Background: an optimization exercise with open tools, aiming at a short achievable clock period and few clock cycles. Do not read the settings as production practice. At most, simulation tests tie the RTL to the original design; equivalence was not proved. No activity file was given, so power comes from the tool's default toggle rates.

// cpu
module cpu(clock,reset,imem_addr,imem_data,dmem_addr,dmem_we,dmem_wdata,dmem_rdata);
==> flow/config.mk <==
export PLATFORM = sky130hd
export DESIGN_NAME = cpu
export DESIGN_NICKNAME = cpu
export VERILOG_FILES = /design/flow/design.v
export SDC_FILE = /design/flow/constraint.sdc
export NUM_CORES = 4
export LEC_CHECK = 0
export CAP_MARGIN = 20
export CORE_MARGIN = 2
export CORE_UTILIZATION = 50
export PLACE_DENSITY = 0.7
export SETUP_SLACK_MARGIN = 5
export SLEW_MARGIN = 20
export SYNTH_HIERARCHICAL = 1
==> flow/constraint.sdc <==
create_clock -name core_clock -period 8.0 [get_ports {clock}]
set_input_delay 1.6000 -clock core_clock [delete_from_list [all_inputs] [get_ports {clock}]]
set_output_delay 1.6000 -clock core_clock [all_outputs]
set_load 0.01 [all_outputs]
standard.sh (not shown) runs the stock make flow with config.mk's settings and CLKGATE_MAP_FILE= SYNTH_SCRIPT=/design/flow/synth_recipe.tcl, a recipe that flattens the netlist after the stock synthesis.
==> flow/flow/run.sh <==
#!/bin/bash
# The standard layout (standard.sh), with these changes to how it is made:
#  - ORFS's full/half-adder extraction is off, so ABC maps the adders itself;
#  - ABC does not use a few weak cells (flow/my_synth.tcl);
set -o pipefail
export FLOW_SYNTH_TCL=$PWD/synth_recipe.tcl
bash standard.sh ADDER_MAP_FILE= SETUP_SLACK_MARGIN=6 SYNTH_SCRIPT=$PWD/flow/my_synth.tcl finish > standard.log 2>&1
==> flow/flow/my_synth.tcl <==
# The standard flow's synthesis script (synth_recipe.tcl), with ABC told not to use some
# slow or weak cells: a222oi_1 (made in one size only), the _0 drive-strength
# cells, mux4, or4, a221o and a211o. Flip-flops are mapped before ABC runs, so
# the registers are the same.
proc abc {args} {
  foreach c {sky130_fd_sc_hd__a222oi_1 sky130_fd_sc_hd__*_0 sky130_fd_sc_hd__mux4*
             sky130_fd_sc_hd__or4* sky130_fd_sc_hd__a221o* sky130_fd_sc_hd__a211o_*} {
    lappend args -dont_use $c
  }
  yosys abc {*}$args
}
source $::env(FLOW_SYNTH_TCL)
Testbench counts at the start, summed over its fixed seeds: cycles 32,740.
Change:
--- a/flow/design.v
+++ b/flow/design.v
@@ -102,18 +102,13 @@
     wire [7:0] i_s2  = onehot(imem_data[5:3]);
     wire [7:0] i_sd  = onehot(imem_data[11:9]);
     wire       i_mem = (i_op == 4'd10) | (i_op == 4'd11);
     wire       i_br  = i_op[3] & i_op[2];
     wire       i_e1  = |(i_s1 & d_rdgo);
     wire       i_res = ~i_e1 | d_dec;
-    reg        rst1, rst2;   
-    always @(posedge clock) begin
-        rst1 <= reset;
-        rst2 <= rst1;
-    end
-    wire       pre0   = rst1 & ~rst2 & (pc == 16'd0) & ~stall & ~ir_v & ~e_v & ~w_v;
+    wire       pre0   = (pc == 16'd0) & ~stall & ~ir_v & ~e_v & ~w_v;
     always @(posedge clock) begin
         pc <= reset ? 16'd0 : pc_next;
         if (reset) begin
             ir_v  <= pre0;
         end else if (miss) begin
             ir_v  <= 1'b0;
@@ -272,17 +267,28 @@
                 ({16{s[4]}} & x4) | ({16{s[5]}} & x5) | ({16{s[6]}} & x6) |
                 ({16{s[7]}} & x7);
     endfunction
     assign v1 = w1 ? w_val : rfsel(s1, r1, r2, r3, r4, r5, r6, r7);
     assign v2 = w2 ? w_val : rfsel(s2, r1, r2, r3, r4, r5, r6, r7);
     assign vd = wd ? w_val : rfsel(sd, r1, r2, r3, r4, r5, r6, r7);
+    agu agu (.s1(s1), .w1(w1), .w_val(w_val[11:0]), .r1(r1[11:0]), .r2(r2[11:0]),
+             .r3(r3[11:0]), .r4(r4[11:0]), .r5(r5[11:0]), .r6(r6[11:0]), .r7(r7[11:0]),
+             .imm(imm[11:0]), .addr(addr));
+endmodule
+module agu(s1, w1, w_val, r1, r2, r3, r4, r5, r6, r7, imm, addr);
+    input [7:0]  s1;
+    input        w1;
+    input [11:0] w_val, r1, r2, r3, r4, r5, r6, r7, imm;
+    output [11:0] addr;
+    wire [11:0] rf1 = ({12{s1[1]}} & r1) | ({12{s1[2]}} & r2) | ({12{s1[3]}} & r3) |
+                      ({12{s1[4]}} & r4) | ({12{s1[5]}} & r5) | ({12{s1[6]}} & r6) |
+                      ({12{s1[7]}} & r7);
     wire [11:0] a_rf, a_w;
-    wire [15:0] rf1 = rfsel(s1, r1, r2, r3, r4, r5, r6, r7);
-    ks12 add_rf (.a(rf1[11:0]), .b(imm[11:0]), .s(a_rf));
-    ks12 add_w  (.a(w_val[11:0]), .b(imm[11:0]), .s(a_w));
-    assign addr = w1 ? a_w[11:0] : a_rf[11:0];
+    ks12 add_rf (.a(rf1), .b(imm), .s(a_rf));
+    ks12 add_w  (.a(w_val), .b(imm), .s(a_w));
+    assign addr = w1 ? a_w : a_rf;
 endmodule
 module ks12(a, b, s);
     input [11:0] a, b;
     output [11:0] s;
     reg [11:0] g, p, g1, p1, g2, p2, g3, p3, g4;
     integer i;
Outcome: The new run completed with no timing, DRC or antenna violations; routed wire length climbs by 1.6%; global-route usage fell by 0.92 points; count of clock-buffer cells in the layout falls by 9; clock power went up by about 3%; power is lower by 1.5%; area after synthesis goes up by 1.9%; via count goes up by 3.1%; setup slack is better by 37 ps; non-clock buffer count drops by 48; final area went down by 0.40%; die area rises by 1.9%; flip-flop and latch count shrinks by 2.
Testbench counts after the change, summed over its fixed seeds: cycles 32,740.

========
cpu, a different RTL version from the one above (not shown whole).
Size: ~2200 cells after synthesis, roughly 21000 um2 of cells after synthesis.
## cpu
module cpu(clock,reset,imem_addr,imem_data,dmem_addr,dmem_we,dmem_wdata,dmem_rdata);
    input clock;
    input reset;
    output [11:0]imem_addr;
    input [15:0]imem_data;
    output [11:0]dmem_addr;
    output dmem_we;
    output [15:0]dmem_wdata;
    input [15:0]dmem_rdata;
    function [7:0] onehot(input [2:0] a);
        onehot = 8'd1 << a;
    endfunction
    reg [15:0] pc;
    reg [15:0] ir;           
    reg        ir_v;
    reg [15:0] di;           
    reg [7:0]  d_s1, d_s2, d_sd;     
    reg [7:0]  d_rd;                 
    reg        d_br, d_ld, d_st, d_shift, d_imm;
    reg        d_bz, d_bg, d_bl;     
    reg        d_bp;                 
    reg        d_dec;                
    reg        d_fdec;               
    reg [8:0]  d_sel;                
    reg        d_e1, d_e2, d_ed;     
    reg        d_w1, d_w2, d_wd;     
    reg        stall;
    reg        e_v;          
    reg [7:0]  e_rd;         
    reg        e_ld;
    reg        e_st;
    reg [15:0] e_a, e_b;
    reg [15:0] e_sa;         
    reg [3:0]  e_sh;         
    reg [11:0] e_addr;
    reg [15:0] e_sd;
    reg [8:0]  e_sel;
    reg        e_br;         
    reg        e_dec;        
    reg        e_cz, e_cg, e_cl, e_pred;
    reg [15:0] e_alt;        
    reg        w_v;
    reg [7:0]  w_rd;
    reg [15:0] w_val;
  ...
clock: 8.0 ns
lec_check: 0
cap_margin: 20
core_margin: 2
core_utilization: 50
place_density: 0.7
setup_slack_margin: 5
slew_margin: 20
synth_hierarchical: 1
Scripts as last shown in full above: flow/flow/run.sh, flow/flow/my_synth.tcl
Change:
--- a/flow/design.v
+++ b/flow/design.v
@@ -91,22 +91,28 @@
     assign n_sel[3] = (n_op == 4'd4);
     assign n_sel[4] = (n_op == 4'd5);
     assign n_sel[5] = (n_op == 4'd6);
     assign n_sel[6] = (n_op == 4'd7);
     assign n_sel[7] = (n_op == 4'd8);
     assign n_sel[8] = (n_op == 4'd0);
     wire [7:0] d_rdgo = d_rd & {8{ir_v}};
     wire       n_e1   = |(n_s1 & d_rdgo);
     wire       n_res  = ~n_e1 | (~stall & d_dec);
+    wire       pre0   = (pc == 16'd0) & ~stall & ~ir_v & ~e_v & ~w_v;
     always @(posedge clock) begin
         if (reset) begin
-            pc    <= 16'd0;
-            ir_v  <= 1'b0;
+            if (pre0) begin
+                pc   <= 16'd2;
+                ir_v <= 1'b1;
+            end else begin
+                pc   <= 16'd0;
+                ir_v <= 1'b0;
+            end
             stall <= 1'b0;
         end else if (miss) begin
             pc    <= e_alt;
             ir_v  <= 1'b0;
             stall <= 1'b0;
         end else if (!stall) begin
             pc    <= go_br ? pc_br : pc_seq;
             ir_v  <= 1'b1;
             stall <= n_e1 & n_mem;
What happened: The new run completed without violations. Routed wire length fell by 0.37%. Global-route usage fell by 0.42 points. Core utilization rose by 0.77 points. Synthesized area rose by 4.1%. Final area rose by 4.5%. Combinational power rose by 16%. Clock power rose by about 2%. Non-clock buffer count rose by 23. Worst setup slack is worse by 0.19 ns. Sequential cell count rose by 6.
Testbench counts after the change, summed over its fixed seeds: cycles 32,739.
The RTL of the first run of this note was laid out without a check of its function.

========
== 06-22 ==
cpu, a different RTL version from the one above (not shown whole).
For scale: about 2300 cells after synthesis, roughly 75 I/O pins.
Settings: LEC_CHECK=0, CAP_MARGIN=20, CORE_MARGIN=2, CORE_UTILIZATION=50, PLACE_DENSITY=0.7, SETUP_SLACK_MARGIN=5, SLEW_MARGIN=20, SYNTH_HIERARCHICAL=1; clock period 8.0 ns.
Scripts as last shown in full above: flow/flow/run.sh, flow/flow/my_synth.tcl
06-22: no failed stages, no open violations at the end
Testbench counts of 06-22, summed over its fixed seeds: cycles 32,740.
The following lists how 07-08 was set up differently from 06-22:
--- a/flow/design.v
+++ b/flow/design.v
@@ -65,23 +65,26 @@
              .eval(eval), .n_a(n_ea), .n_b(n_eb), .n_sa(n_esa), .n_sh(n_esh), .n_sd(n_esd));
     wire ez   = (e_a == 16'd0);
     wire es   = e_a[15];
     wire eact = (e_cz & ez) | (e_cg & ~es & ~ez) | (e_cl & (es | ez));
     wire miss = e_br & (eact ^ e_pred);
     wire zdec  = (e_a == 16'd1);
     wire sdec  = (e_a == 16'd0) | (e_a[15] & (e_a[14:0] != 15'd0));
     wire zero1 = d_fdec ? zdec : d_w1 ? (w_val == 16'd0) : rz1;
-    wire sign1 = d_fdec ? sdec : v1_noe[15];
+    wire srf   = |(d_s1[7:1] & {r7[15], r6[15], r5[15], r4[15], r3[15], r2[15], r1[15]});
+    wire sign1 = d_fdec ? sdec : d_w1 ? w_val[15] : srf;
     wire pred  = imm[15];                           
-    wire go_br = ir_v & ((d_bz & zero1) | (d_bg & ~sign1 & ~zero1) |
-                         (d_bl & (sign1 | zero1)) | d_bp);
+    wire go_br = ir_v & (zero1 ? (d_bz | d_bl | d_bp) :
+                         sign1 ? (d_bl | d_bp) : (d_bg | d_bp));
     wire [15:0] pc_seq, pc_br;
     ks16 add_seq (.a(pc), .b(16'd2), .ci(1'b0), .s(pc_seq));
     ks16 add_br  (.a(pc), .b(imm),   .ci(1'b0), .s(pc_br));
+    wire [15:0] pc_base = miss ? e_alt : (stall ? pc : pc_seq);
+    wire [15:0] pc_next = (go_br & ~miss) ? pc_br : pc_base;
     wire [15:0] nx   = stall ? ir : imem_data;
     wire [3:0] n_op  = nx[15:12];
     wire [7:0] n_s1  = onehot(nx[8:6]);
     wire [7:0] n_s2  = onehot(nx[5:3]);
     wire [7:0] n_sd  = onehot(nx[11:9]);
     wire       n_wen = ~n_op[3] | (n_op == 4'd8) | (n_op == 4'd9) | (n_op == 4'd10);
     wire [8:0] n_sel;
     assign n_sel[0] = (n_op == 4'd1) | (n_op == 4'd9);
@@ -99,24 +102,22 @@
     wire [7:0] i_s2  = onehot(imem_data[5:3]);
     wire [7:0] i_sd  = onehot(imem_data[11:9]);
     wire       i_mem = (i_op == 4'd10) | (i_op == 4'd11);
     wire       i_br  = i_op[3] & i_op[2];
     wire       i_e1  = |(i_s1 & d_rdgo);
     wire       i_res = ~i_e1 | d_dec;
     wire       pre0   = (pc == 16'd0) & ~stall & ~ir_v & ~e_v & ~w_v;
     always @(posedge clock) begin
+        pc <= reset ? 16'd0 : pc_next;
         if (reset) begin
-            pc    <= 16'd0;
             ir_v  <= pre0;
         end else if (miss) begin
-            pc    <= e_alt;
             ir_v  <= 1'b0;
         end else if (!stall) begin
-            pc    <= go_br ? pc_br : pc_seq;
             ir_v  <= 1'b1;
         end
         stall <= ~reset & ~stall & i_e1 & i_mem;
         if (reset & pre0) pc[1] <= 1'b1;
         if (!stall) ir <= imem_data;
         di      <= nx;
         d_s1    <= n_s1;
         d_s2    <= n_s2;
### Flow results
The final layout from 07-08, which completed every stage, passed the timing, DRC and antenna checks at the end of the flow.
Reported net switching power is lower on 06-22
From 06-22 to 07-08 the numbers moved as follows: antenna diode count closely matched the old numbers; post-synthesis instance area closely matched the old numbers; maximum clock rate increased by 1.8% relative to the old numbers; clock buffer instance count of the final layout increased by 1.8% relative to the old numbers; worst hold margin closely matched the old numbers.
Re post-place setup slack: 07-08 and 06-22 aren't equal, and the higher value belongs to 06-22.
The reported leakage power number comes out higher for 07-08 vs 06-22.
Between 06-22 and 07-08, the global-route usage does not differ in any meaningful way.
Total power after layout: 07-08 vs 06-22 up about 2.4%
The final reports for 07-08 and 06-22 show total buffers and inverters traversed by the critical path lower in the former.
Testbench counts of 07-08, summed over its fixed seeds: cycles 32,740.

[port drivers added, routing unchanged]
Ports are ideal in the flow. The routed layouts listed here were re-timed in OpenROAD.
Step 1 (the two cells are an assumption about what drives the block):
set clk [get_ports {clock}]
set_driving_cell -lib_cell sky130_fd_sc_hd__clkbuf_16 $clk
set_driving_cell -lib_cell sky130_fd_sc_hd__buf_2 [delete_from_list [all_inputs] $clk]
Step 2, shift: input delay + t, output delay - t, t = (earliest + latest rising clock arrival at the registers) / 2. This alone moves slack from input paths to output paths.
a / b / c = no drivers / after step 1 / after step 2; a / b = the first two.
run | t (ns) | setup slack, ns | pins driven straight from the clock port
the first run of note 1 | 0.613 | 5.317 / 5.266 / 4.815 | 1
the second run of note 1 | 0.598 | 5.354 / 5.298 / 4.924 | 1
the first run of note 2 | 0.603 | 5.358 / 5.301 / 4.921 | 1
the second run of note 2 | 0.602 | 5.165 / 5.101 / 4.810 | 1
06-22 | 0.613 | 5.316 / 5.285 / 4.977 | 1
07-08 | 0.604 | 5.365 / 5.302 / 4.810 | 1
After both steps setup and hold are still met in every run listed. For 07-08, which loses most, drivers alone change the setup slack by -0.063 ns; drivers and shift together by -0.555 ns.
